This is an optimization exercise on Yosys and OpenROAD, whose aim is small area, a short achievable clock period and few clock cycles, not a production implementation. At most, simulation tests tie the RTL to the original design; equivalence was not proved. For run 1, only the layout was checked, not whether the RTL still works. Power and IR drop assume default switching activity.

==> flow/design.v, too long to show whole: its modules and the start of the top module <==
// module systolic_array: 124 lines
// module mac_lane0: 494 lines
// module mac_lane1: 494 lines
// module mac_lane2: 494 lines
// module mac_lane3: 494 lines
// module mac_lane4: 494 lines
module systolic_array #(
    parameter DATAWIDTH = 16,
    parameter N_SIZE = 5
) (
    input  wire                     clk,
    input  wire                     rst_n,
    input  wire                     valid_in,
    input  wire signed [N_SIZE*DATAWIDTH-1:0] matrix_a_in,
    input  wire signed [N_SIZE*DATAWIDTH-1:0] matrix_b_in,
    output reg  valid_out,
    output wire signed [N_SIZE*2*DATAWIDTH-1:0] matrix_c_out
);
  // ...
==> flow/flow/run.sh <==
#!/bin/bash
set -euo pipefail
MARGIN=5.9
R=orfs/results/sky130hd/systolic_array/base
bash standard.sh synth > log_synth.txt 2>&1
python3 flow/polarity.py $R/1_2_yosys.v > log_polarity.txt 2>&1
bash standard.sh SETUP_SLACK_MARGIN=$MARGIN \
  "BUFFER_PORTS_ARGS=-buffer_cell sky130_fd_sc_hd__buf_4" finish > log_layout.txt 2>&1
test -f out/final.def
==> flow/flow/polarity.py <==
#!/usr/bin/env python3
"""Remove inverters around full adders in a Yosys sky130hd netlist.

A full adder is self-dual: complementing its three inputs complements both
outputs.  XOR/XNOR gates take either input polarity (swapping XOR for XNOR).
This pass gives every full adder and XOR gate a phase (output stored true or
complemented) so that as few inverters as possible are needed, removes the
netlist's inverters and re-inserts one where a pin still needs the other
polarity of a net.  Registers and every other cell are left as they are.

usage: polarity.py NETLIST.v  (rewritten in place)
"""
import re
import sys
from collections import defaultdict

path = sys.argv[1]
text = open(path).read()

m = re.search(r"^module\s+(\S+)\s*\(", text, re.M)
body_start = text.index(";", m.end()) + 1
end = text.rindex("endmodule")
header, body, tail = text[:body_start], text[body_start:end], text[end:]

# split body into statements
stmts = [s.strip() for s in body.split(";") if s.strip()]
decls, cells, others = [], [], []
cell_re = re.compile(r"^(\S+)\s+(\S+)\s*\((.*)\)$", re.S)
pin_re = re.compile(r"\.(\w+)\(\s*(.*?)\s*\)\s*(?:,|$)", re.S)
for s in stmts:
    if s.startswith(("wire", "input", "output", "reg")):
        decls.append(s)
        continue
    if s.startswith("assign"):
        others.append(s)
        continue
    mm = cell_re.match(s)
    if not mm or not mm.group(1).startswith("sky130_fd_sc_hd__"):
        others.append(s)
        continue
    typ, name, conns = mm.groups()
    pins = {}
    for p, n in pin_re.findall(conns):
        pins[p] = n.strip()
    cells.append({"type": typ, "name": name, "pins": pins})

OUTP = {"X", "Y", "Q", "Q_N", "SUM", "COUT", "HI", "LO"}
def base(t):
    return re.sub(r"^sky130_fd_sc_hd__", "", t)

def kind(c):
    b = base(c["type"])
    if re.match(r"inv_\d+$", b):
        return "inv"
    if re.match(r"fa_\d+$", b):
        return "fa"
    if re.match(r"xn?or2_\d+$", b):
        return "xor"
    return "other"

driver = {}
loads = defaultdict(list)
for i, c in enumerate(cells):
    for p, n in c["pins"].items():
        if p in OUTP:
            driver[n] = (i, p)
        else:
            loads[n].append((i, p))
ports_out = set()
for d in decls:
    if d.startswith("output"):
        mm = re.match(r"output\s+(?:\[(\d+):(\d+)\]\s+)?(\S+)", d)
        hi, lo, nm = mm.groups()
        if hi is None:
            ports_out.add(nm)
        else:
            for k in range(int(lo), int(hi) + 1):
                ports_out.add(f"{nm}[{k}]")

def root(n):
    """Follow inverters back: (root net, parity)."""
    k = 0
    seen = 0
    while n in driver and kind(cells[driver[n][0]]) == "inv" and seen < 64:
        n = cells[driver[n][0]]["pins"]["A"]
        k ^= 1
        seen += 1
    return n, k

# sinks: every non-inverter cell input pin, and every output port
sinks = []  # (cell index or None, pin, port name, root net, parity)
for i, c in enumerate(cells):
    if kind(c) == "inv":
        continue
    for p, n in c["pins"].items():
        if p in OUTP:
            continue
        r, k = root(n)
        sinks.append((i, p, None, r, k))
# output ports driven through inverters
port_sinks = []
for n in ports_out:
    if n in driver and kind(cells[driver[n][0]]) == "inv":
        r, k = root(n)
        port_sinks.append((n, r, k))

phase = [0] * len(cells)   # for fa and xor cells
def src_phase(r):
    if r in driver:
        i = driver[r][0]
        if kind(cells[i]) in ("fa", "xor"):
            return phase[i]
    return 0

def need(s):
    i, p, _, r, k = s
    kd = kind(cells[i])
    if kd == "xor":
        return 0
    want = k ^ (phase[i] if kd == "fa" else 0)
    return want ^ src_phase(r)

sinks_by_root = defaultdict(list)
sinks_by_cell = defaultdict(list)
for s in sinks:
    sinks_by_root[s[3]].append(s)
    sinks_by_cell[s[0]].append(s)
port_by_root = defaultdict(list)
for ps in port_sinks:
    port_by_root[ps[1]].append(ps)

def root_cost(r):
    nd = any(need(s) for s in sinks_by_root[r])
    nd = nd or any(k ^ src_phase(r) for _, _, k in port_by_root[r])
    return 1 if nd else 0

def cell_cost(i):
    roots = set(s[3] for s in sinks_by_cell[i])
    c = cells[i]
    for p, n in c["pins"].items():
        if p in OUTP:
            roots.add(n)
    return sum(root_cost(r) for r in roots)

flippable = [i for i, c in enumerate(cells) if kind(c) in ("fa", "xor")]
total0 = sum(root_cost(r) for r in set(list(sinks_by_root) + list(port_by_root)))
for it in range(20):
    changed = 0
    for i in flippable:
        before = cell_cost(i)
        phase[i] ^= 1
        after = cell_cost(i)
        if after < before:
            changed += 1
        else:
            phase[i] ^= 1
    if not changed:
        break
total1 = sum(root_cost(r) for r in set(list(sinks_by_root) + list(port_by_root)))
ninv = sum(1 for c in cells if kind(c) == "inv")

# rewrite
new_cells = []
comp = {}
newwires = []
inv_type = "sky130_fd_sc_hd__inv_1"
def complement(r):
    if r not in comp:
        w = f"_pol{len(comp)}_"
        comp[r] = w
        newwires.append(w)
        new_cells.append({"type": inv_type, "name": f"_polinv{len(comp)}_",
                          "pins": {"A": r, "Y": w}})
    return comp[r]

def physical(r, want_comp):
    return complement(r) if want_comp else r

for s in sinks:
    i, p, _, r, k = s
    c = cells[i]
    kd = kind(c)
    if kd == "xor":
        # take the root net as it is, fold the polarity into the gate type
        pol = k ^ src_phase(r)
        c["pins"][p] = r
        c.setdefault("tog", 0)
        c["tog"] ^= pol
    else:
        c["pins"][p] = physical(r, need(s) == 1)
# xor cells: output polarity = original type ^ input toggles ^ phase
for i, c in enumerate(cells):
    if kind(c) != "xor":
        continue
    b = base(c["type"])
    is_xnor = b.startswith("xnor")
    drive = b.split("_")[1]
    outp = "Y" if is_xnor else "X"
    out = c["pins"].pop(outp)
    inv_now = is_xnor ^ c.get("tog", 0) ^ phase[i]
    if inv_now:
        c["type"] = f"sky130_fd_sc_hd__xnor2_{drive}"
        c["pins"]["Y"] = out
    else:
        c["type"] = f"sky130_fd_sc_hd__xor2_{drive}"
        c["pins"]["X"] = out
# output ports fed by inverters: drive the port from an inverter of the root
# (or a buffer-free connection is not possible: keep an inverter cell)
port_cells = []
for n, r, k in port_sinks:
    want = k ^ src_phase(r)
    if want:
        port_cells.append({"type": inv_type, "name": f"_polport{len(port_cells)}_",
                           "pins": {"A": r, "Y": n}})
    else:
        port_cells.append({"type": "sky130_fd_sc_hd__buf_1", "name": f"_polport{len(port_cells)}_",
                           "pins": {"A": r, "X": n}})

kept = [c for c in cells if kind(c) != "inv"]
out_cells = kept + new_cells + port_cells

def esc(n):
    return n + " " if n.startswith("\\") else n

def fmt(c):
    pins = ",\n".join(f"    .{p}({esc(n)})" for p, n in c["pins"].items())
    return f"  {c['type']} {c['name']} (\n{pins}\n  );"

# wires: keep declarations of nets still used, add new ones
used = set()
for c in out_cells:
    used.update(c["pins"].values())
lines = [header]
for d in decls:
    mm = re.match(r"wire\s+(?:\[\d+:\d+\]\s+)?(\S+)$", d)
    if mm and not d.startswith(("input", "output")):
        nm = mm.group(1)
        if nm not in used and not any(u.startswith(nm + "[") or u == nm for u in used) and not re.search(r"\[", d):
            continue
    lines.append(f"  {d} ;")
for w in newwires:
    lines.append(f"  wire {w};")
for o in others:
    lines.append(f"  {o} ;")
for c in out_cells:
    lines.append(fmt(c))
open(path, "w").write("\n".join(lines) + "\n" + tail)
print(f"polarity: {ninv} inverters before, {len(newwires)} after "
      f"(+{sum(1 for c in port_cells if 'inv' in c['type'])} at ports); "
      f"root cost {total0} -> {total1}")
==> flow/standard.sh <==
#!/bin/bash
# synth_recipe.tcl (not shown) runs the flow's synth.tcl, then flattens the netlist and writes it again
# the make line also repeats each setting of config.mk as NAME=value (left out here)
make -C /OpenROAD-flow-scripts/flow DESIGN_CONFIG=/design/flow/config.mk WORK_HOME=/design/flow/orfs CLKGATE_MAP_FILE= SYNTH_SCRIPT=/design/flow/synth_recipe.tcl "${@:-finish}"
==> flow/config.mk <==
export PLATFORM = sky130hd
export DESIGN_NAME = systolic_array
export DESIGN_NICKNAME = systolic_array
export VERILOG_FILES = /design/flow/design.v
export SDC_FILE = /design/flow/constraint.sdc
export NUM_CORES = 8
export LEC_CHECK = 0
export CAP_MARGIN = 40
export CORE_MARGIN = 2
export CORE_UTILIZATION = 45
export CTS_CLUSTER_DIAMETER = 150
export CTS_CLUSTER_SIZE = 28
export SLEW_MARGIN = 40
export TNS_END_PERCENT = 10
==> flow/constraint.sdc <==
create_clock -name core_clock -period 9.0 [get_ports {clk}]
set_input_delay 1.8000 -clock core_clock [delete_from_list [all_inputs] [get_ports {clk}]]
set_output_delay 1.8000 -clock core_clock [all_outputs]
set_load 0.01 [all_outputs]
==> flow_summary.toml, run 1 <==
[floorplan]
fp.dieW_um = 376
initial_utilization_pct = 45.4
die-area_um2 = 142000

[routing]
post-route-drc-count = 0
met1Wirelength_mm = 73.8
drt_iter0_drc = 3410

[worst_setup_path]
cp_num_buf_inv = 2
r2r_end = "lane1.acc[29]"
ff2ff_path_depth = 13
reg2reg_slack_ps = 5600
crit_chain = "buf_6 > nand2_1 > inv_1 > fa_1 > ha_4 > nand2_1 > o211ai_1 > nand4_1 > a2111o_1 > and3_4 > o31ai_4 > a21oi_1 > xnor2_1"
worst_path_most_repeated_cell = "nand2_1"

[power]
p_seq_share_pct = 26.9
pg_clk_mw = 2.80
clock_power_share_pct = 10.0
power.switching_mw = 11.6
power_leakage_nw = 28.9

[yosys]
synthCells = 5533
synth_area_per_cell_um2 = 11.3
netlist_area_um2 = 62400

[final_layout]
final_common_cell = "dfxtp_1"
num-multi-input-gates = 3481
multi_input_area_share_pct = 50.0
nClkBuffers = 52
largest_reg_flops = 400
inverters = 369
fin_util_pct = 52.3

[sta]
post-route-min-period_ps = 3400

[global_route]
top_usage_layer = "met2"
grt_pass1_vias = 42400

[status]
status = "timing/DRC/antenna clean"

[clock_network]
insertion_delay_ps = 720
clk_pin_slew_ps = 110
cts_tree = "yes"

[place]
port_buffers = 323
==> module systolic_array, before the edit <==
module systolic_array #(
    parameter DATAWIDTH = 16,
    parameter N_SIZE = 5
) (
    input  wire                     clk,
    input  wire                     rst_n,
    input  wire                     valid_in,
    input  wire signed [N_SIZE*DATAWIDTH-1:0] matrix_a_in,
    input  wire signed [N_SIZE*DATAWIDTH-1:0] matrix_b_in,
    output reg  valid_out,
    output wire signed [N_SIZE*2*DATAWIDTH-1:0] matrix_c_out
);
    localparam DW = DATAWIDTH;
    localparam N  = N_SIZE;
    localparam CW = 2*DATAWIDTH;
    reg [4:0] cnt;
    reg       load;      
    reg       first_0;   
    reg       first_1;   
    reg       first_2;   
    reg       first_3;   
    reg       first_4;   
    wire      run = (cnt != 5'd0) | valid_in;
    wire [4:0] cnt_nx = (cnt == 5'd31) ? cnt : cnt + 5'd1;
    always @(posedge clk or negedge rst_n) begin
        if (!rst_n)
            cnt <= 5'd0;
        else if (run)
            cnt <= cnt_nx;
    end
    always @(posedge clk) begin
        load      <= ~run | (cnt_nx <= 5'd4);
        valid_out <= run & ((cnt_nx == 5'd7) | (cnt_nx == 5'd12) | (cnt_nx == 5'd17) | (cnt_nx == 5'd22) | (cnt_nx == 5'd27));
        first_0 <= run & ((cnt_nx == 5'd2) | (cnt_nx == 5'd7) | (cnt_nx == 5'd12) | (cnt_nx == 5'd17) | (cnt_nx == 5'd22));
        first_1 <= ~(run & ((cnt_nx == 5'd2) | (cnt_nx == 5'd7) | (cnt_nx == 5'd12) | (cnt_nx == 5'd17) | (cnt_nx == 5'd22)));
        first_2 <= run & ((cnt_nx == 5'd1) | (cnt_nx == 5'd2) | (cnt_nx == 5'd7) | (cnt_nx == 5'd12) | (cnt_nx == 5'd17) | (cnt_nx == 5'd22));
        first_3 <= ~(run & ((cnt_nx == 5'd1) | (cnt_nx == 5'd2) | (cnt_nx == 5'd7) | (cnt_nx == 5'd12) | (cnt_nx == 5'd17) | (cnt_nx == 5'd22)));
        first_4 <= run & ((cnt_nx == 5'd2) | (cnt_nx == 5'd7) | (cnt_nx == 5'd12) | (cnt_nx == 5'd17) | (cnt_nx == 5'd22) | (cnt_nx == 5'd27));
    end
    reg signed [DW-1:0] a_st [1:20];
    integer q;
    always @(posedge clk) begin
        for (q = 1; q < 20; q = q + 1) begin
            if (q % 5 == 0)
                a_st[q] <= load ? matrix_a_in[(q/5)*DW +: DW] : a_st[q+1];
            else
                a_st[q] <= a_st[q+1];
        end
        a_st[20] <= matrix_a_in[4*DW +: DW];
    end
    wire [DW-1:0] a0_nx = load ? matrix_a_in[0 +: DW] : a_st[1];
    wire [DW:0]   a0_ext = {a0_nx, 1'b0};
    reg  [7:0] e0_0, e1_0, e2_0;
    reg  [7:0] e0_1, e1_1, e2_1;
    reg  [7:0] e0_2, e1_2, e2_2;
    reg  [7:0] e0_3, e1_3, e2_3;
    reg  [7:0] e0_4, e1_4, e2_4;
    integer d;
    reg x2, x1, x0;
    always @(posedge clk) begin
        for (d = 0; d < 8; d = d + 1) begin
            x2 = a0_ext[2*d+2];
            x1 = a0_ext[2*d+1];
            x0 = a0_ext[2*d];
            e0_0[d] <= x2;
            e1_0[d] <= x1 ^ x0;
            e2_0[d] <= (x2 & ~x1 & ~x0) | (~x2 & x1 & x0);
            e0_1[d] <= ~x2;
            e1_1[d] <= ~(x1 ^ x0);
            e2_1[d] <= ~((x2 & ~x1 & ~x0) | (~x2 & x1 & x0));
            e0_2[d] <= x2 & ~(x1 & x0);
            e1_2[d] <= x1 ^ x0;
            e2_2[d] <= (x2 & ~x1 & ~x0) | (~x2 & x1 & x0);
            e0_3[d] <= x2 | (~x1 & ~x0);
            e1_3[d] <= x1 ^ x0;
            e2_3[d] <= (x2 & ~x1 & ~x0) | (~x2 & x1 & x0);
            e0_4[d] <= (x2 & ~(x1 & x0)) | (~x2 & ~x1 & ~x0);
            e1_4[d] <= x1 ^ x0;
            e2_4[d] <= (x2 & ~x1 & ~x0) | (~x2 & x1 & x0);
        end
    end
    genvar j;
    generate
        for (j = 0; j < N; j = j + 1) begin : col
            reg signed [DW-1:0] b_st [0:4];
            integer p;
            always @(posedge clk) begin
                b_st[0] <= load ? matrix_b_in[j*DW +: DW] : b_st[4];
                for (p = 1; p < 5; p = p + 1)
                    b_st[p] <= b_st[p-1];
            end
        end
    endgenerate
    wire [CW-1:0] acc_0;
    mac_lane0 lane0 (
        .clk(clk), .first(first_0), .e0(e0_0), .e1(e1_0), .e2(e2_0),
        .b(col[0].b_st[0]), .acc(acc_0)
    );
    assign matrix_c_out[0*CW +: CW] = acc_0;
    wire [CW-1:0] acc_1;
    mac_lane1 lane1 (
        .clk(clk), .first(first_1), .e0(e0_1), .e1(e1_1), .e2(e2_1),
        .b(col[1].b_st[0]), .acc(acc_1)
    );
    assign matrix_c_out[1*CW +: CW] = acc_1;
    wire [CW-1:0] acc_2;
    mac_lane2 lane2 (
        .clk(clk), .first(first_2), .e0(e0_2), .e1(e1_2), .e2(e2_2),
        .b(col[2].b_st[0]), .acc(acc_2)
    );
    assign matrix_c_out[2*CW +: CW] = acc_2;
    wire [CW-1:0] acc_3;
    mac_lane3 lane3 (
        .clk(clk), .first(first_3), .e0(e0_3), .e1(e1_3), .e2(e2_3),
        .b(col[3].b_st[0]), .acc(acc_3)
    );
    assign matrix_c_out[3*CW +: CW] = acc_3;
    wire [CW-1:0] acc_4;
    mac_lane4 lane4 (
        .clk(clk), .first(first_4), .e0(e0_4), .e1(e1_4), .e2(e2_4),
        .b(col[4].b_st[0]), .acc(acc_4)
    );
    assign matrix_c_out[4*CW +: CW] = acc_4;
endmodule
==> run 2: changes to the inputs <==
--- a/flow/design.v
+++ b/flow/design.v
@@ -10,37 +10,52 @@
     output reg  valid_out,
     output wire signed [N_SIZE*2*DATAWIDTH-1:0] matrix_c_out
 );
     localparam DW = DATAWIDTH;
     localparam N  = N_SIZE;
     localparam CW = 2*DATAWIDTH;
     reg [4:0] cnt;
     reg       load;      
-    reg       first_0;   
-    reg       first_1;   
-    reg       first_2;   
-    reg       first_3;   
-    reg       first_4;   
+    reg [3:0] first_0;   
+    reg [3:0] first_1;   
+    reg [3:0] first_2;   
+    reg [3:0] first_3;   
+    reg [3:0] first_4;   
     wire      run = (cnt != 5'd0) | valid_in;
     wire [4:0] cnt_nx = (cnt == 5'd31) ? cnt : cnt + 5'd1;
     always @(posedge clk or negedge rst_n) begin
         if (!rst_n)
             cnt <= 5'd0;
         else if (run)
             cnt <= cnt_nx;
     end
     always @(posedge clk) begin
         load      <= ~run | (cnt_nx <= 5'd4);
         valid_out <= run & ((cnt_nx == 5'd7) | (cnt_nx == 5'd12) | (cnt_nx == 5'd17) | (cnt_nx == 5'd22) | (cnt_nx == 5'd27));
-        first_0 <= run & ((cnt_nx == 5'd2) | (cnt_nx == 5'd7) | (cnt_nx == 5'd12) | (cnt_nx == 5'd17) | (cnt_nx == 5'd22));
-        first_1 <= ~(run & ((cnt_nx == 5'd2) | (cnt_nx == 5'd7) | (cnt_nx == 5'd12) | (cnt_nx == 5'd17) | (cnt_nx == 5'd22)));
-        first_2 <= run & ((cnt_nx == 5'd1) | (cnt_nx == 5'd2) | (cnt_nx == 5'd7) | (cnt_nx == 5'd12) | (cnt_nx == 5'd17) | (cnt_nx == 5'd22));
-        first_3 <= ~(run & ((cnt_nx == 5'd1) | (cnt_nx == 5'd2) | (cnt_nx == 5'd7) | (cnt_nx == 5'd12) | (cnt_nx == 5'd17) | (cnt_nx == 5'd22)));
-        first_4 <= run & ((cnt_nx == 5'd2) | (cnt_nx == 5'd7) | (cnt_nx == 5'd12) | (cnt_nx == 5'd17) | (cnt_nx == 5'd22) | (cnt_nx == 5'd27));
+        first_0[0] <= run & ((cnt_nx == 5'd2) | (cnt_nx == 5'd7) | (cnt_nx == 5'd12) | (cnt_nx == 5'd17) | (cnt_nx == 5'd22));
+        first_0[1] <= ~(run & ((cnt_nx == 5'd2) | (cnt_nx == 5'd7) | (cnt_nx == 5'd12) | (cnt_nx == 5'd17) | (cnt_nx == 5'd22)));
+        first_0[2] <= run & ((cnt_nx == 5'd1) | (cnt_nx == 5'd2) | (cnt_nx == 5'd7) | (cnt_nx == 5'd12) | (cnt_nx == 5'd17) | (cnt_nx == 5'd22));
+        first_0[3] <= ~(run & ((cnt_nx == 5'd1) | (cnt_nx == 5'd2) | (cnt_nx == 5'd7) | (cnt_nx == 5'd12) | (cnt_nx == 5'd17) | (cnt_nx == 5'd22)));
+        first_1[0] <= run & ((cnt_nx == 5'd2) | (cnt_nx == 5'd7) | (cnt_nx == 5'd12) | (cnt_nx == 5'd17) | (cnt_nx == 5'd22) | (cnt_nx == 5'd27));
+        first_1[1] <= ~(run & ((cnt_nx == 5'd2) | (cnt_nx == 5'd7) | (cnt_nx == 5'd12) | (cnt_nx == 5'd17) | (cnt_nx == 5'd22) | (cnt_nx == 5'd27)));
+        first_1[2] <= run & ((cnt_nx == 5'd1) | (cnt_nx == 5'd2) | (cnt_nx == 5'd7) | (cnt_nx == 5'd12) | (cnt_nx == 5'd17) | (cnt_nx == 5'd22) | (cnt_nx == 5'd27));
+        first_1[3] <= ~(run & ((cnt_nx == 5'd1) | (cnt_nx == 5'd2) | (cnt_nx == 5'd7) | (cnt_nx == 5'd12) | (cnt_nx == 5'd17) | (cnt_nx == 5'd22) | (cnt_nx == 5'd27)));
+        first_2[0] <= run & ((cnt_nx == 5'd2) | (cnt_nx == 5'd7) | (cnt_nx == 5'd12) | (cnt_nx == 5'd17) | (cnt_nx == 5'd22) | (cnt_nx == 5'd28));
+        first_2[1] <= ~(run & ((cnt_nx == 5'd2) | (cnt_nx == 5'd7) | (cnt_nx == 5'd12) | (cnt_nx == 5'd17) | (cnt_nx == 5'd22) | (cnt_nx == 5'd28)));
+        first_2[2] <= run & ((cnt_nx == 5'd1) | (cnt_nx == 5'd2) | (cnt_nx == 5'd7) | (cnt_nx == 5'd12) | (cnt_nx == 5'd17) | (cnt_nx == 5'd22) | (cnt_nx == 5'd28));
+        first_2[3] <= ~(run & ((cnt_nx == 5'd1) | (cnt_nx == 5'd2) | (cnt_nx == 5'd7) | (cnt_nx == 5'd12) | (cnt_nx == 5'd17) | (cnt_nx == 5'd22) | (cnt_nx == 5'd28)));
+        first_3[0] <= run & ((cnt_nx == 5'd2) | (cnt_nx == 5'd7) | (cnt_nx == 5'd12) | (cnt_nx == 5'd17) | (cnt_nx == 5'd22) | (cnt_nx == 5'd27) | (cnt_nx == 5'd28));
+        first_3[1] <= ~(run & ((cnt_nx == 5'd2) | (cnt_nx == 5'd7) | (cnt_nx == 5'd12) | (cnt_nx == 5'd17) | (cnt_nx == 5'd22) | (cnt_nx == 5'd27) | (cnt_nx == 5'd28)));
+        first_3[2] <= run & ((cnt_nx == 5'd1) | (cnt_nx == 5'd2) | (cnt_nx == 5'd7) | (cnt_nx == 5'd12) | (cnt_nx == 5'd17) | (cnt_nx == 5'd22) | (cnt_nx == 5'd27) | (cnt_nx == 5'd28));
+        first_3[3] <= ~(run & ((cnt_nx == 5'd1) | (cnt_nx == 5'd2) | (cnt_nx == 5'd7) | (cnt_nx == 5'd12) | (cnt_nx == 5'd17) | (cnt_nx == 5'd22) | (cnt_nx == 5'd27) | (cnt_nx == 5'd28)));
+        first_4[0] <= run & ((cnt_nx == 5'd2) | (cnt_nx == 5'd7) | (cnt_nx == 5'd12) | (cnt_nx == 5'd17) | (cnt_nx == 5'd22) | (cnt_nx == 5'd29));
+        first_4[1] <= ~(run & ((cnt_nx == 5'd2) | (cnt_nx == 5'd7) | (cnt_nx == 5'd12) | (cnt_nx == 5'd17) | (cnt_nx == 5'd22) | (cnt_nx == 5'd29)));
+        first_4[2] <= run & ((cnt_nx == 5'd1) | (cnt_nx == 5'd2) | (cnt_nx == 5'd7) | (cnt_nx == 5'd12) | (cnt_nx == 5'd17) | (cnt_nx == 5'd22) | (cnt_nx == 5'd29));
+        first_4[3] <= ~(run & ((cnt_nx == 5'd1) | (cnt_nx == 5'd2) | (cnt_nx == 5'd7) | (cnt_nx == 5'd12) | (cnt_nx == 5'd17) | (cnt_nx == 5'd22) | (cnt_nx == 5'd29)));
     end
     reg signed [DW-1:0] a_st [1:20];
     integer q;
     always @(posedge clk) begin
         for (q = 1; q < 20; q = q + 1) begin
             if (q % 5 == 0)
                 a_st[q] <= load ? matrix_a_in[(q/5)*DW +: DW] : a_st[q+1];
             else
@@ -119,17 +134,17 @@
     mac_lane4 lane4 (
         .clk(clk), .first(first_4), .e0(e0_4), .e1(e1_4), .e2(e2_4),
         .b(col[4].b_st[0]), .acc(acc_4)
     );
     assign matrix_c_out[4*CW +: CW] = acc_4;
 endmodule
 module mac_lane0 (
     input  wire        clk,
-    input  wire        first,
+    input  wire [3:0]  first,
     input  wire [7:0]  e0,
     input  wire [7:0]  e1,
     input  wire [7:0]  e2,
     input  wire [15:0] b,
     output reg  [31:0] acc
 );
     wire pp0_0 = (((e1[0] & b[0]) | (e2[0] & 1'b0)) ^ e0[0]);
     wire pp0_1 = (((e1[0] & b[1]) | (e2[0] & b[0])) ^ e0[0]);
@@ -543,17 +558,17 @@
         s1[53] <= t206;
         s1[54] <= t207;
         s1[55] <= t208;
         s1[56] <= t209;
         s1[57] <= t210;
         s1[58] <= pp7_15;
         s1[59] <= pp7_16;
     end
-    wire [31:0] acc_in = first ? 32'h55570000 : acc;
+    wire [31:0] acc_in = {(!first[3] ? 8'h55 : acc[31:24]), (first[2] ? 8'h57 : acc[23:16]), (!first[1] ? 8'h0 : acc[15:8]), (first[0] ? 8'h0 : acc[7:0])};
     wire u1 = s1[0] ^ s1[1];
     wire u2 = s1[0] & s1[1];
     wire u3 = s1[2] ^ acc_in[1];
     wire u4 = s1[2] & acc_in[1];
     wire u5 = s1[3] ^ s1[4] ^ acc_in[2];
     wire u6 = (s1[3] & s1[4]) | (s1[3] & acc_in[2]) | (s1[4] & acc_in[2]);
     wire u7 = s1[5] ^ s1[6] ^ acc_in[3];
     wire u8 = (s1[5] & s1[6]) | (s1[5] & acc_in[3]) | (s1[6] & acc_in[3]);
@@ -613,17 +628,17 @@
     wire u62 = s1[59] & acc_in[30];
     wire [31:0] x = {u62, u60, u58, u56, u54, u52, u50, u48, u46, u44, u42, u40, u38, u36, u34, u32, u30, u28, u26, u24, u22, u20, u18, u16, u14, u12, u10, u8, u6, u4, u2, u1};
     wire [31:0] y = {acc_in[31], u61, u59, u57, u55, u53, u51, u49, u47, u45, u43, u41, u39, u37, u35, u33, u31, u29, u27, u25, u23, u21, u19, u17, u15, u13, u11, u9, u7, u5, u3, acc_in[0]};
     wire [31:0] sum = x + y;
     always @(posedge clk) acc <= sum;
 endmodule
 module mac_lane1 (
     input  wire        clk,
-    input  wire        first,
+    input  wire [3:0]  first,
     input  wire [7:0]  e0,
     input  wire [7:0]  e1,
     input  wire [7:0]  e2,
     input  wire [15:0] b,
     output reg  [31:0] acc
 );
     wire pp0_0 = (((~e1[0] & b[0]) | (~e2[0] & 1'b0)) ^ ~e0[0]);
     wire pp0_1 = (((~e1[0] & b[1]) | (~e2[0] & b[0])) ^ ~e0[0]);
@@ -1037,17 +1052,17 @@
         s1[53] <= t206;
         s1[54] <= t207;
         s1[55] <= t208;
         s1[56] <= t209;
         s1[57] <= t210;
         s1[58] <= pp7_15;
         s1[59] <= pp7_16;
     end
-    wire [31:0] acc_in = !first ? 32'h55570000 : acc;
+    wire [31:0] acc_in = {(!first[3] ? 8'h55 : acc[31:24]), (first[2] ? 8'h57 : acc[23:16]), (!first[1] ? 8'h0 : acc[15:8]), (first[0] ? 8'h0 : acc[7:0])};
     wire u1 = s1[0] ^ s1[1];
     wire u2 = s1[0] & s1[1];
     wire u3 = s1[2] ^ acc_in[1];
     wire u4 = s1[2] & acc_in[1];
     wire u5 = s1[3] ^ s1[4] ^ acc_in[2];
     wire u6 = (s1[3] & s1[4]) | (s1[3] & acc_in[2]) | (s1[4] & acc_in[2]);
     wire u7 = s1[5] ^ s1[6] ^ acc_in[3];
     wire u8 = (s1[5] & s1[6]) | (s1[5] & acc_in[3]) | (s1[6] & acc_in[3]);
@@ -1107,17 +1122,17 @@
     wire u62 = s1[59] & acc_in[30];
     wire [31:0] x = {u62, u60, u58, u56, u54, u52, u50, u48, u46, u44, u42, u40, u38, u36, u34, u32, u30, u28, u26, u24, u22, u20, u18, u16, u14, u12, u10, u8, u6, u4, u2, u1};
     wire [31:0] y = {acc_in[31], u61, u59, u57, u55, u53, u51, u49, u47, u45, u43, u41, u39, u37, u35, u33, u31, u29, u27, u25, u23, u21, u19, u17, u15, u13, u11, u9, u7, u5, u3, acc_in[0]};
     wire [31:0] sum = x + y;
     always @(posedge clk) acc <= sum;
 endmodule
 module mac_lane2 (
     input  wire        clk,
-    input  wire        first,
+    input  wire [3:0]  first,
     input  wire [7:0]  e0,
     input  wire [7:0]  e1,
     input  wire [7:0]  e2,
     input  wire [15:0] b,
     output reg  [31:0] acc
 );
     wire pp0_0 = (((e1[0] & b[0]) | (e2[0] & 1'b0)) ^ e0[0]);
     wire pp0_1 = (((e1[0] & b[1]) | (e2[0] & b[0])) ^ e0[0]);
@@ -1531,17 +1546,17 @@
         s1[53] <= t206;
         s1[54] <= t207;
         s1[55] <= t208;
         s1[56] <= t209;
         s1[57] <= t210;
         s1[58] <= pp7_15;
         s1[59] <= pp7_16;
     end
-    wire [31:0] acc_in = first ? 32'h55570000 : acc;
+    wire [31:0] acc_in = {(!first[3] ? 8'h55 : acc[31:24]), (first[2] ? 8'h57 : acc[23:16]), (!first[1] ? 8'h0 : acc[15:8]), (first[0] ? 8'h0 : acc[7:0])};
     wire u1 = s1[0] ^ s1[1];
     wire u2 = s1[0] & s1[1];
     wire u3 = s1[2] ^ acc_in[1];
     wire u4 = s1[2] & acc_in[1];
     wire u5 = s1[3] ^ s1[4] ^ acc_in[2];
     wire u6 = (s1[3] & s1[4]) | (s1[3] & acc_in[2]) | (s1[4] & acc_in[2]);
     wire u7 = s1[5] ^ s1[6] ^ acc_in[3];
     wire u8 = (s1[5] & s1[6]) | (s1[5] & acc_in[3]) | (s1[6] & acc_in[3]);
@@ -1601,17 +1616,17 @@
     wire u62 = s1[59] & acc_in[30];
     wire [31:0] x = {u62, u60, u58, u56, u54, u52, u50, u48, u46, u44, u42, u40, u38, u36, u34, u32, u30, u28, u26, u24, u22, u20, u18, u16, u14, u12, u10, u8, u6, u4, u2, u1};
     wire [31:0] y = {acc_in[31], u61, u59, u57, u55, u53, u51, u49, u47, u45, u43, u41, u39, u37, u35, u33, u31, u29, u27, u25, u23, u21, u19, u17, u15, u13, u11, u9, u7, u5, u3, acc_in[0]};
     wire [31:0] sum = x + y;
     always @(posedge clk) acc <= sum;
 endmodule
 module mac_lane3 (
     input  wire        clk,
-    input  wire        first,
+    input  wire [3:0]  first,
     input  wire [7:0]  e0,
     input  wire [7:0]  e1,
     input  wire [7:0]  e2,
     input  wire [15:0] b,
     output reg  [31:0] acc
 );
     wire pp0_0 = (((e1[0] & b[0]) | (e2[0] & 1'b0)) ^ e0[0]);
     wire pp0_1 = (((e1[0] & b[1]) | (e2[0] & b[0])) ^ e0[0]);
@@ -2025,17 +2040,17 @@
         s1[53] <= t206;
         s1[54] <= t207;
         s1[55] <= t208;
         s1[56] <= t209;
         s1[57] <= t210;
         s1[58] <= pp7_15;
         s1[59] <= pp7_16;
     end
-    wire [31:0] acc_in = !first ? 32'h55570000 : acc;
+    wire [31:0] acc_in = {(!first[3] ? 8'h55 : acc[31:24]), (first[2] ? 8'h57 : acc[23:16]), (!first[1] ? 8'h0 : acc[15:8]), (first[0] ? 8'h0 : acc[7:0])};
     wire u1 = s1[0] ^ s1[1];
     wire u2 = s1[0] & s1[1];
     wire u3 = s1[2] ^ acc_in[1];
     wire u4 = s1[2] & acc_in[1];
     wire u5 = s1[3] ^ s1[4] ^ acc_in[2];
     wire u6 = (s1[3] & s1[4]) | (s1[3] & acc_in[2]) | (s1[4] & acc_in[2]);
     wire u7 = s1[5] ^ s1[6] ^ acc_in[3];
     wire u8 = (s1[5] & s1[6]) | (s1[5] & acc_in[3]) | (s1[6] & acc_in[3]);
@@ -2095,17 +2110,17 @@
     wire u62 = s1[59] & acc_in[30];
     wire [31:0] x = {u62, u60, u58, u56, u54, u52, u50, u48, u46, u44, u42, u40, u38, u36, u34, u32, u30, u28, u26, u24, u22, u20, u18, u16, u14, u12, u10, u8, u6, u4, u2, u1};
     wire [31:0] y = {acc_in[31], u61, u59, u57, u55, u53, u51, u49, u47, u45, u43, u41, u39, u37, u35, u33, u31, u29, u27, u25, u23, u21, u19, u17, u15, u13, u11, u9, u7, u5, u3, acc_in[0]};
     wire [31:0] sum = x + y;
     always @(posedge clk) acc <= sum;
 endmodule
 module mac_lane4 (
     input  wire        clk,
-    input  wire        first,
+    input  wire [3:0]  first,
     input  wire [7:0]  e0,
     input  wire [7:0]  e1,
     input  wire [7:0]  e2,
     input  wire [15:0] b,
     output reg  [31:0] acc
 );
     wire pp0_0 = (((e1[0] & b[0]) | (e2[0] & 1'b0)) ^ e0[0]);
     wire pp0_1 = (((e1[0] & b[1]) | (e2[0] & b[0])) ^ e0[0]);
@@ -2519,17 +2534,17 @@
         s1[53] <= t206;
         s1[54] <= t207;
         s1[55] <= t208;
         s1[56] <= t209;
         s1[57] <= t210;
         s1[58] <= pp7_15;
         s1[59] <= pp7_16;
     end
-    wire [31:0] acc_in = first ? 32'h55570000 : acc;
+    wire [31:0] acc_in = {(!first[3] ? 8'h55 : acc[31:24]), (first[2] ? 8'h57 : acc[23:16]), (!first[1] ? 8'h0 : acc[15:8]), (first[0] ? 8'h0 : acc[7:0])};
     wire u1 = s1[0] ^ s1[1];
     wire u2 = s1[0] & s1[1];
     wire u3 = s1[2] ^ acc_in[1];
     wire u4 = s1[2] & acc_in[1];
     wire u5 = s1[3] ^ s1[4] ^ acc_in[2];
     wire u6 = (s1[3] & s1[4]) | (s1[3] & acc_in[2]) | (s1[4] & acc_in[2]);
     wire u7 = s1[5] ^ s1[6] ^ acc_in[3];
     wire u8 = (s1[5] & s1[6]) | (s1[5] & acc_in[3]) | (s1[6] & acc_in[3]);
--- a/flow/flow/polarity.py
+++ b/flow/flow/polarity.py
@@ -3,24 +3,28 @@
 
 A full adder is self-dual: complementing its three inputs complements both
 outputs.  XOR/XNOR gates take either input polarity (swapping XOR for XNOR).
 This pass gives every full adder and XOR gate a phase (output stored true or
 complemented) so that as few inverters as possible are needed, removes the
 netlist's inverters and re-inserts one where a pin still needs the other
 polarity of a net.  Registers and every other cell are left as they are.
 
+It also gives the high-fanout operand registers (B operands, Booth digit
+registers) a stronger drive: same cell type, larger size.
+
 usage: polarity.py NETLIST.v  (rewritten in place)
 """
 import re
 import sys
 from collections import defaultdict
 
 path = sys.argv[1]
 text = open(path).read()
+text = re.sub(r"\(\*.*?\*\)", "", text, flags=re.S)
 
 m = re.search(r"^module\s+(\S+)\s*\(", text, re.M)
 body_start = text.index(";", m.end()) + 1
 end = text.rindex("endmodule")
 header, body, tail = text[:body_start], text[body_start:end], text[end:]
 
 # split body into statements
 stmts = [s.strip() for s in body.split(";") if s.strip()]
@@ -212,16 +216,27 @@
     if want:
         port_cells.append({"type": inv_type, "name": f"_polport{len(port_cells)}_",
                            "pins": {"A": r, "Y": n}})
     else:
         port_cells.append({"type": "sky130_fd_sc_hd__buf_1", "name": f"_polport{len(port_cells)}_",
                            "pins": {"A": r, "X": n}})
 
 kept = [c for c in cells if kind(c) != "inv"]
+UPSIZE = [(re.compile(r"^\\col\[\d\]\.b_st\[0\]\[\d+\]\$_DFF_P_$"), "sky130_fd_sc_hd__dfxtp_4"),
+          (re.compile(r"^\\e[012]_\d\[\d\]\$_DFF_P_$"), "sky130_fd_sc_hd__dfxtp_2")]
+nup = 0
+for c in kept:
+    if c["type"] != "sky130_fd_sc_hd__dfxtp_1":
+        continue
+    for rx, cell in UPSIZE:
+        if rx.match(c["name"]):
+            c["type"] = cell
+            nup += 1
+            break
 out_cells = kept + new_cells + port_cells
 
 def esc(n):
     return n + " " if n.startswith("\\") else n
 
 def fmt(c):
     pins = ",\n".join(f"    .{p}({esc(n)})" for p, n in c["pins"].items())
     return f"  {c['type']} {c['name']} (\n{pins}\n  );"
@@ -242,9 +257,9 @@
     lines.append(f"  wire {w};")
 for o in others:
     lines.append(f"  {o} ;")
 for c in out_cells:
     lines.append(fmt(c))
 open(path, "w").write("\n".join(lines) + "\n" + tail)
 print(f"polarity: {ninv} inverters before, {len(newwires)} after "
       f"(+{sum(1 for c in port_cells if 'inv' in c['type'])} at ports); "
-      f"root cost {total0} -> {total1}")
+      f"root cost {total0} -> {total1}; {nup} registers upsized")
==> flow/config.mk (replaced) <==
export PLATFORM = sky130hd
export DESIGN_NAME = systolic_array
export DESIGN_NICKNAME = systolic_array
export VERILOG_FILES = /design/flow/design.v
export SDC_FILE = /design/flow/constraint.sdc
export NUM_CORES = 8
export LEC_CHECK = 0
export CAP_MARGIN = 40
export CORE_MARGIN = 2
export CORE_UTILIZATION = 45
export CTS_CLUSTER_SIZE = 16
export SLEW_MARGIN = 40
export TNS_END_PERCENT = 10
==> run 2 against run 1 <==
Sequential share of layout area decreased by 0.79 points. Routed wire length decreased by 1.3%. Largest cell class unchanged. Core utilization up 1.8 points. Register-to-register slack better by 70 ps. Maximum frequency is 2.1% higher. Worst hold slack lost 29 ps. Clock skew grew 20 ps.
==> flow_summary.toml, run 2 <==
[power]
power_leakage_nw = 30.4
max-vdd-ir-drop_uv = 295
p_per_area_nw_per_um2 = 407
power_mw = 30.7

[routing]
ant_nets = 0
drtPass1Iterations = 7
post-route-drc-count = 0
num_vias = 42100
avgRoutedWirePerCell_um = 22.0
drt_iter0_drc = 3438
vias_per_cell = 5.39
wl_mm = 172

[min_path]
hold_path_class = "reg2reg"

[place]
place_hpwl_mm = 113
place_ws_ps = 5040
gp_congestion = 0.860
dp.cells = 7358
port_buffers = 323

[clock_network]
cts-root-buf = "clkbuf_16"
cts_tree = "yes"
cts_hold_buf = 0
max-clock-path-buffers = 3
insertion_delay_ps = 800
cts_made_buffers = 137
h-tree-depth = 4
clk_pin_slew_ps = 60
cts_sinks = 1275

[sta]
rsz0062_at_grt = "yes"
finalHoldViolCount = 0
slew_headroom_pct = 39.6
setup_viol = 0
max_slew.worst_pin.slew_ps = 900
tns_ps = 0
maxSlewViolCount = 0
post-route-min-period_ps = 3330
worst_slack_ps = 5670
fin_crit_sh_pct = 37.0
max_freq_mhz = 301
clock_skew_ps = 69.3

[global_route]
grt_max_degree = 65
grt_pass1_wl_mm = 259
grt_overflow = 0
track_usage_pct = 23.7
grt_pass1_vias = 43100
antenna_found_initial = 1

[yosys]
netlist_area_um2 = 62900
synth_area_per_cell_um2 = 11.4
synthCells = 5533
synth_nets = 6553
synth-warning-count = 18

[final_layout]
layout_common_cells = "1093 x dfxtp_1, 552 x fa_1, 532 x xnor2_1, 486 x buf_4, 473 x a22oi_1"
drive_gt1_share_pct = 22.5
layout.nets = 6837
final_common_cell = "dfxtp_1"
largest_reg_flops = 400
top_regs = "col.b_st (400), a_st (320)"
stdcell_count = 7811
areaGrowthSynthToFinish_pct = 19.7
regMostFlops = "col.b_st"

[flow_run]
maxCapViolations = 0

[worst_setup_path]
crit_path_start_kind = "register"
required_ps = 9720
cp_max_fo = 7
critPathCaptureType = "register"
path_class = "reg2reg"
arrival_ps = 4040

[floorplan]
coreArea_um2 = 139000
initial_utilization_pct = 45.2
fp.dieW_um = 378
die-area_um2 = 143000
num_rows = 137
die_y_um = 378
ioPinCount = 324

[status]
status = "timing/DRC/antenna clean"
==> run 2: worst paths after layout <==
kind	startpoint	end	depth (start not counted)	slack [ps]
min	col[4].b_st[1][10]	col[4].b_st[2][10]	0	280
max reg2reg	first_3[0]	lane3.acc[28]	15	5670
min in group asynchronous	rst_n	cnt[3]	1	830
min reg2reg	col[4].b_st[1][10]	col[4].b_st[2][10]	0	280
max	first_3[0]	lane3.acc[28]	15	5670
max in group asynchronous	rst_n	cnt[0]	1	8050
==> run 2: cell type report <==
type                       instances  area, um2
antenna                            2       5.00
clock buffer                     193       3970
clock inverter                    62        908
fill                           12100      63900
inverter                         375       1470
multi-input combinational       3483      35800
sequential                      1275      26100
tap                             1876       2350
timing repair buffer             539       4740
timing repair inverter             6       30.0
==> run 2: report_power, final <==
group | total (mW) | switching, mW | internal (mW)
clock | 5.84 | 2.45 | 3.39
sequential | 7.64 | 0.772 | 6.87
combinational | 17.2 | 9.03 | 8.15
==> run 2: stage by stage <==
| stage | util (%) | area, um2 | hold WS, ps |
|---|---|---|---|
| floorplan | - | 63000 | 310 |
| global route | 54.1 | 75300 | 288 |
| finish | 54.1 | 75300 | 283 |
| CTS | 53.0 | 73700 | 283 |
| global placement | 47.7 | 66400 | 310 |
| detailed placement | 47.7 | 66500 | 312 |
==> run 2: critical path: stages (launching register included) <==
cell and delay (ps):
dfxtp_4 380, nand2b_4 130, inv_2 40, fa_1 550, ha_4 220, or4_4 490
o21ai_4 100, a2111oi_4 50, buf_4 180, o21ai_4 160, a31oi_4 140, buf_6 150
a221oi_4 330, o21ai_2 100, a21oi_2 150, xnor2_1 130
==> run 2: what timing repair did <==
action / CTS / global route
resized for setup: 248 / 172
cloned: 9 / 6
setup buffers: 85 / 95
pin swaps: 93 / 92
setup endpoints to repair: 328 / 266
==> run 2: per-layer routing <==
| layer | part of all wire (%) | vias to the layer above | routed length, um | global-route usage [%] |
|---|---|---|---|---|
| met5 | 0.0076 | - | 13 | 0 |
| met1 | 42 | 20900 | 71300 | 31.5 |
| li1 | - | 19100 | - | - |
| met4 | 4.4 | 2 | 7560 | 10.4 |
| met3 | 8.3 | 411 | 14200 | 5.58 |
| met2 | 46 | 1730 | 78500 | 36.9 |
Testbench counts of run 2, summed over its fixed seeds: cycles 67,200.
==> run 3: changes to the inputs <==
--- a/flow/config.mk
+++ b/flow/config.mk
@@ -10,3 +10,4 @@
 export CORE_UTILIZATION = 45
-export CTS_CLUSTER_SIZE = 16
+export CTS_CLUSTER_DIAMETER = 100
+export CTS_CLUSTER_SIZE = 22
 export SLEW_MARGIN = 40
==> run 3 against run 2 <==
Still clean on timing, DRC and antenna. Die area is the same. Total power is 9.6% lower. Worst hold slack improved by 34 ps. Sequential power hardly changed. Clock skew down 25 ps. Via count is 1.9% lower. Design area is 4.5% lower. Routed wire length shrank 1.8%. Clock power shrank about 40%. Worst setup slack lost 34 ps. Core utilization shrank 2.4 points.
==> flow_summary.toml, run 3 <==
[status]
status = "timing/DRC/antenna clean"

[final_layout]
layout_common_cells = "1095 x dfxtp_1, 554 x fa_1, 531 x xnor2_1, 481 x a22oi_1, 444 x buf_4"
layout.nets = 6723
areaGrowthSynthToFinish_pct = 14.3
stdcell_count = 7623
top_regs = "col.b_st (400), a_st (320)"
regMostFlops = "col.b_st"
final_area_um2 = 71900
fin_util_pct = 51.7
drive_gt1_share_pct = 19.4
final_common_cell = "dfxtp_1"
largest_reg_flops = 400
fillers = 12400

[place]
placed_area_um2 = 66500
port_buffers = 323
gp_congestion = 0.860
place_hpwl_mm = 113
dp.cells = 7358

[sta]
clock_skew_ps = 44.8
post-route-min-period_ps = 3360
slew_headroom_pct = 42.5
max_slew.worst_pin.slew_ps = 838
tns_ps = 0
rsz0062_at_grt = "yes"
whs_ps = 317
setup_viol = 0
maxSlewViolCount = 0
finalHoldViolCount = 0
max_freq_mhz = 298
fin_crit_sh_pct = 37.3

[routing]
wl_mm = 168
post-route-drc-count = 0
vias_per_cell = 5.42
drt_iter0_drc = 3369
drtPass1Iterations = 7
avgRoutedWirePerCell_um = 22.1
ant_nets = 0
num_vias = 41300

[clock_network]
cts_hold_buf = 0
h-tree-depth = 3
cts_sinks = 1275
insertion_delay_ps = 710
max-clock-path-buffers = 3
clk_pin_slew_ps = 90
cts_tree = "yes"
cts-root-buf = "clkbuf_16"
cts_made_buffers = 71

[worst_setup_path]
path_class = "reg2reg"
critPathCaptureType = "register"
arrival_ps = 3940
required_ps = 9580
cp_max_fo = 8
crit_path_start_kind = "register"

[global_route]
track_usage_pct = 23.3
grt_pass1_wl_mm = 255
grt_pass1_vias = 42100
antenna_found_initial = 3
grt_max_degree = 65
grt_overflow = 0

[power]
p_seq_share_pct = 27.5
p_int_mw = 16.2
clock_power_share_pct = 12.5
p_per_area_nw_per_um2 = 385
max-vdd-ir-drop_uv = 269
p_comb_share_pct = 60.0
power_leakage_nw = 28.8
power.switching_mw = 11.5
p_sw_share_pct = 41.6

[floorplan]
initial_utilization_pct = 45.2
ioPinCount = 324
die_y_um = 378
num_rows = 137
die-area_um2 = 143000
fp.dieW_um = 378
coreArea_um2 = 139000

[flow_run]
maxCapViolations = 0

[yosys]
synthCells = 5533
netlist_area_um2 = 62900
synth_nets = 6553
synth_area_per_cell_um2 = 11.4
synth-warning-count = 18

[min_path]
hold_path_class = "reg2reg"
run 3: changes by cell type in the layout (fill, tap and decap cells not counted), moves of 11 or more:
cell	change
clkinv_2	-18
clkbuf_16	-67
buf_4	-42
clkbuf_8	-27
clkinv_16	-11
run 3: layout make-up:
cell class	instances	area [um2]	share of cell area, %
Timing Repair Buffer	492	4310	5.99
Inverter	375	1460	2.03
Clock buffer	100	1930	2.68
Timing Repair inverter	5	27.5	0.0383
Antenna cell	1	2.50	0.00348
Tap cell	1876	2350	3.26
Multi-Input combinational cell	3483	35600	49.5
Clock inverter	16	221	0.308
Sequential cell	1275	26100	36.2
run 3: worst paths after layout:
path	start	endpoint	slack, ps	depth (start not counted)
min in group asynchronous	rst_n	cnt[3]	920	1
max reg2reg	first_3[1]	lane3.acc[30]	5640	14
min reg2reg	col[4].b_st[3][15]	col[4].b_st[4][15]	320	0
max in group asynchronous	rst_n	cnt[0]	7970	1
min	col[4].b_st[3][15]	col[4].b_st[4][15]	320	0
max	first_3[1]	lane3.acc[30]	5640	14
run 3: per-layer routing:
metal  GRT usage, %  routed length, um  vias to the layer above  part of all wire, %
met1           31.5              71400                    20500                   42
li1               -                  -                    18800                    -
met5              0                 13                        -               0.0077
met4           9.22               7180                        2                  4.3
met2           36.4              76800                     1673                   46
met3           4.81              13000                      360                  7.7
run 3: critical path: stages (launching register included):
cell	delay, ps
dfxtp_4	390
nand2_1	70
inv_1	50
fa_1	520
ha_4	330
and4_4	240
nand2_2	90
a2111oi_4	320
buf_4	200
o21ai_4	70
a31oi_4	240
a21oi_4	120
o31ai_4	290
a41oi_2	160
xnor2_1	150
run 3: power by group through the flow:
| stage | clock network, mW | registers, mW | logic (mW) |
|---|---|---|---|
| after CTS | 3.61 | 7.63 | 15.2 |
| after floorplan | 0 | 7.54 | 10.3 |
| final | 3.48 | 7.62 | 16.6 |
| after detailed placement | 0 | 7.78 | 13.7 |
| after global routing | 3.80 | 7.73 | 18.4 |
| after global placement | 0 | 7.79 | 13.5 |
run 3: metrics by stage:
stage | setup slack [ps] | total power, mW
after global routing | 5510 | 29.9
after detailed placement | 5040 | 21.5
after global placement | 4500 | 21.3
after CTS | 5630 | 26.5
final | 5640 | 27.7
after floorplan | 5840 | 17.9
run 3: timing repair:
item / in CTS / in global routing
setup buffers: 66 / 69
pin swaps: 75 / 78
endpoints found under the setup margin: 236 / 171
gates resized for setup: 208 / 163
cloned: 7 / 5
endpoints found under the hold margin: 0 / 0
==> run 4: changes to the inputs <==
--- a/flow/flow/run.sh
+++ b/flow/flow/run.sh
@@ -2,3 +2,3 @@
 set -euo pipefail
-MARGIN=5.9
+MARGIN=6.1
 R=orfs/results/sky130hd/systolic_array/base
--- a/flow/config.mk
+++ b/flow/config.mk
@@ -13,2 +13,2 @@
 export SLEW_MARGIN = 40
-export TNS_END_PERCENT = 10
+export TNS_END_PERCENT = 30
==> run 4 against run 3 <==
Combinational power up 8%. Final cell count up 2.1%. Clock-buffer cell count is 3 lower. Still clean. Critical path type unchanged. Non-clock buffer count up 157. Largest cell class unchanged.
==> flow_summary.toml, run 4 <==
[flow_run]
maxCapViolations = 0

[final_layout]
final_common_cell = "dfxtp_1"
top_regs = "col.b_st (400), a_st (320)"
areaGrowthSynthToFinish_pct = 20.7
regMostFlops = "col.b_st"
fin_util_pct = 54.6
layout.nets = 6880
largest_reg_flops = 400
drive_gt1_share_pct = 28.1
layout_common_cells = "1069 x dfxtp_1, 500 x xnor2_1, 490 x buf_4, 437 x fa_1, 392 x a22oi_1"

[sta]
maxSlewViolCount = 0
setup_viol = 0
finalHoldViolCount = 0
post-route-min-period_ps = 3360
rsz0062_at_grt = "yes"
max_freq_mhz = 297
fin_crit_sh_pct = 37.4
slew_headroom_pct = 44.2
max_slew.worst_pin.slew_ps = 830
clock_skew_ps = 38.6
tns_ps = 0

[routing]
num_vias = 42700
drtPass1Iterations = 6
post-route-drc-count = 0
routed.top_layer = "met5"
wl_met2_mm = 84.2
met1Wirelength_mm = 74.0
drt_iter0_drc = 3423
ant_nets = 0
wl_met3_mm = 16.7
avgRoutedWirePerCell_um = 23.6
wl_mm = 183
vias_per_cell = 5.48

[worst_setup_path]
cp-startpoint = "first_4[0]"
critPathCaptureType = "register"
reg2reg_slack_ps = 5640
required_ps = 9610
cp_max_fo = 7
ff2ff_path_depth = 14
regToRegStartpoint = "first_4[0]"
crit_end = "lane4.acc[31]"
path_class = "reg2reg"
crit_path_start_kind = "register"
r2r_end = "lane4.acc[31]"
arrival_ps = 3970

[clock_network]
cts_made_buffers = 71
max-clock-path-buffers = 3
cts_sinks = 1275
cts-root-buf = "clkbuf_16"
insertion_delay_ps = 720
cts_tree = "yes"
clk_pin_slew_ps = 90
h-tree-depth = 3

[power]
clock_power_share_pct = 11.9
power_leakage_nw = 30.2
power.switching_mw = 12.0
max-vdd-ir-drop_uv = 287
p_seq_share_pct = 26.3
p_per_area_nw_per_um2 = 383
p_comb_share_pct = 61.8
p_int_mw = 17.1
p_sw_share_pct = 41.4

[global_route]
grt_max_degree = 62
grt_pass1_wl_mm = 269
grt_pass1_vias = 43200
antenna_found_initial = 9
track_usage_pct = 24.9
grt_overflow = 0

[floorplan]
coreArea_um2 = 139000
initial_utilization_pct = 45.2
fp.dieW_um = 378
ioPinCount = 324
num_rows = 137
die-area_um2 = 143000
die_y_um = 378

[yosys]
synth-warning-count = 18
synthCells = 5533
netlist_area_um2 = 62900
synth_nets = 6553
synth_area_per_cell_um2 = 11.4

[place]
gp_congestion = 0.873
place_hpwl_mm = 114
port_buffers = 323

[status]
status = "timing/DRC/antenna clean"

[min_path]
hold_path_class = "reg2reg"
## run 4: power groups by stage
stage | logic [mW] | clock network [mW] | registers, mW
final | 18.0 | 3.46 | 7.67
after global routing | 19.8 | 3.77 | 7.78
after CTS | 16.3 | 3.58 | 7.65
after detailed placement | 14.2 | 0 | 7.77
after global placement | 14.0 | 0 | 7.77
after floorplan | 10.8 | 0 | 7.55
## run 4: metrics by stage
stage / std cells / total power [mW] / setup slack, ps / cell area [um2] / hold slack (ps)
floorplan: 5533 / 18.4 / 5960 / 64100 / 310
global placement: 7358 / 21.8 / 4250 / 67000 / 310
detailed placement: 7360 / 21.9 / 5070 / 67000 / 312
CTS: 7645 / 27.5 / 5660 / 73300 / 307
global route: 7778 / 31.3 / 5540 / 76000 / 327
finish: 7782 / 29.1 / 5640 / 76000 / 313
## run 4: layout make-up
| type | instances | area (um2) |
|---|---|---|
| inverter | 375 | 1470 |
| clock buffer | 97 | 1880 |
| timing repair inverter | 5 | 35.0 |
| clock inverter | 17 | 205 |
| timing repair buffer | 649 | 6660 |
| tap | 1876 | 2350 |
| fill | 12000 | 63200 |
| sequential | 1275 | 26200 |
| antenna | 5 | 12.5 |
| multi-input combinational | 3483 | 37200 |
## run 4: layer usage
metal | vias to the layer above | global-route usage [%]
met3 | 452 | 5.38
met2 | 1921 | 39.3
met5 | - | 0
li1 | 19100 | -
met1 | 21200 | 33.0
met4 | 2 | 10.7
## run 4: worst min path at each step
stage / startpoint / to / slack [ps] / depth (start not counted)
after floorplan: a_st[12][0] / a_st[11][0] / 310 / 0
after global placement: a_st[14][0] / a_st[13][0] / 310 / 0
after detailed placement: col[0].b_st[3][3] / col[0].b_st[4][3] / 310 / 0
after CTS: a_st[19][7] / a_st[18][7] / 310 / 0
after global routing: col[2].b_st[3][8] / col[2].b_st[4][8] / 330 / 0
final: a_st[19][7] / a_st[18][7] / 310 / 0
## run 4: worst max-delay path, cell delays in order, from the launching register on
cell      delay (ps)
dfxtp_4          420
buf_6            110
nand2b_4         110
inv_2             30
fa_1             510
ha_4             220
a21oi_4          190
o21ai_4           80
a41o_1           270
o31ai_4          190
buf_6            160
o22ai_4           90
a221o_2          380
o41a_1           360
xnor2_1          140
## run 4: repair_timing
| action | in CTS | in global routing |
|---|---|---|
| gates resized for setup | 494 | 358 |
| setup endpoints to repair | 450 | 367 |
| endpoints found under the hold margin | 0 | 0 |
| gates cloned | 36 | 10 |
| buffers inserted | 135 | 122 |
| hold buffers | 0 | 0 |
| pin swaps | 233 | 201 |

==> separate check: timing with driven ports <==
In the flow no input, the clock included, has a driving cell. The finished layouts below were timed again as built, in two steps. Step 1 assumes that a clkbuf_16 drives the clock port and a buf_2 every other input. Step 2, shift: input delay + t, output delay - t, t = (earliest + latest rising clock arrival at the registers) / 2. This alone moves slack from input paths to output paths. a / b / c = no drivers / after step 1 / after step 2; a / b = the first two.
run | t, ns | setup WS [ns] | worst setup path at the end | latest minus earliest clock arrival (ns) | worst register clock-pin slew, ns
run 1 | 0.778 | 5.604 / 5.604 / 5.232 | input to register | 0.058 / 0.058 | 0.12 / 0.12
run 2 | 0.838 | 5.674 / 5.674 / 5.473 | input to register | 0.070 / 0.070 | 0.07 / 0.07
run 3 | 0.755 | 5.640 / 5.640 / 5.470 | input to register | 0.056 / 0.056 | 0.10 / 0.10
run 4 | 0.774 | 5.637 / 5.637 / 5.327 | input to register | 0.040 / 0.041 | 0.10 / 0.10
After both steps setup and hold are still met in every run listed. For run 1, which loses most, drivers alone change the setup slack by 0.000 ns; drivers and shift together by -0.372 ns.
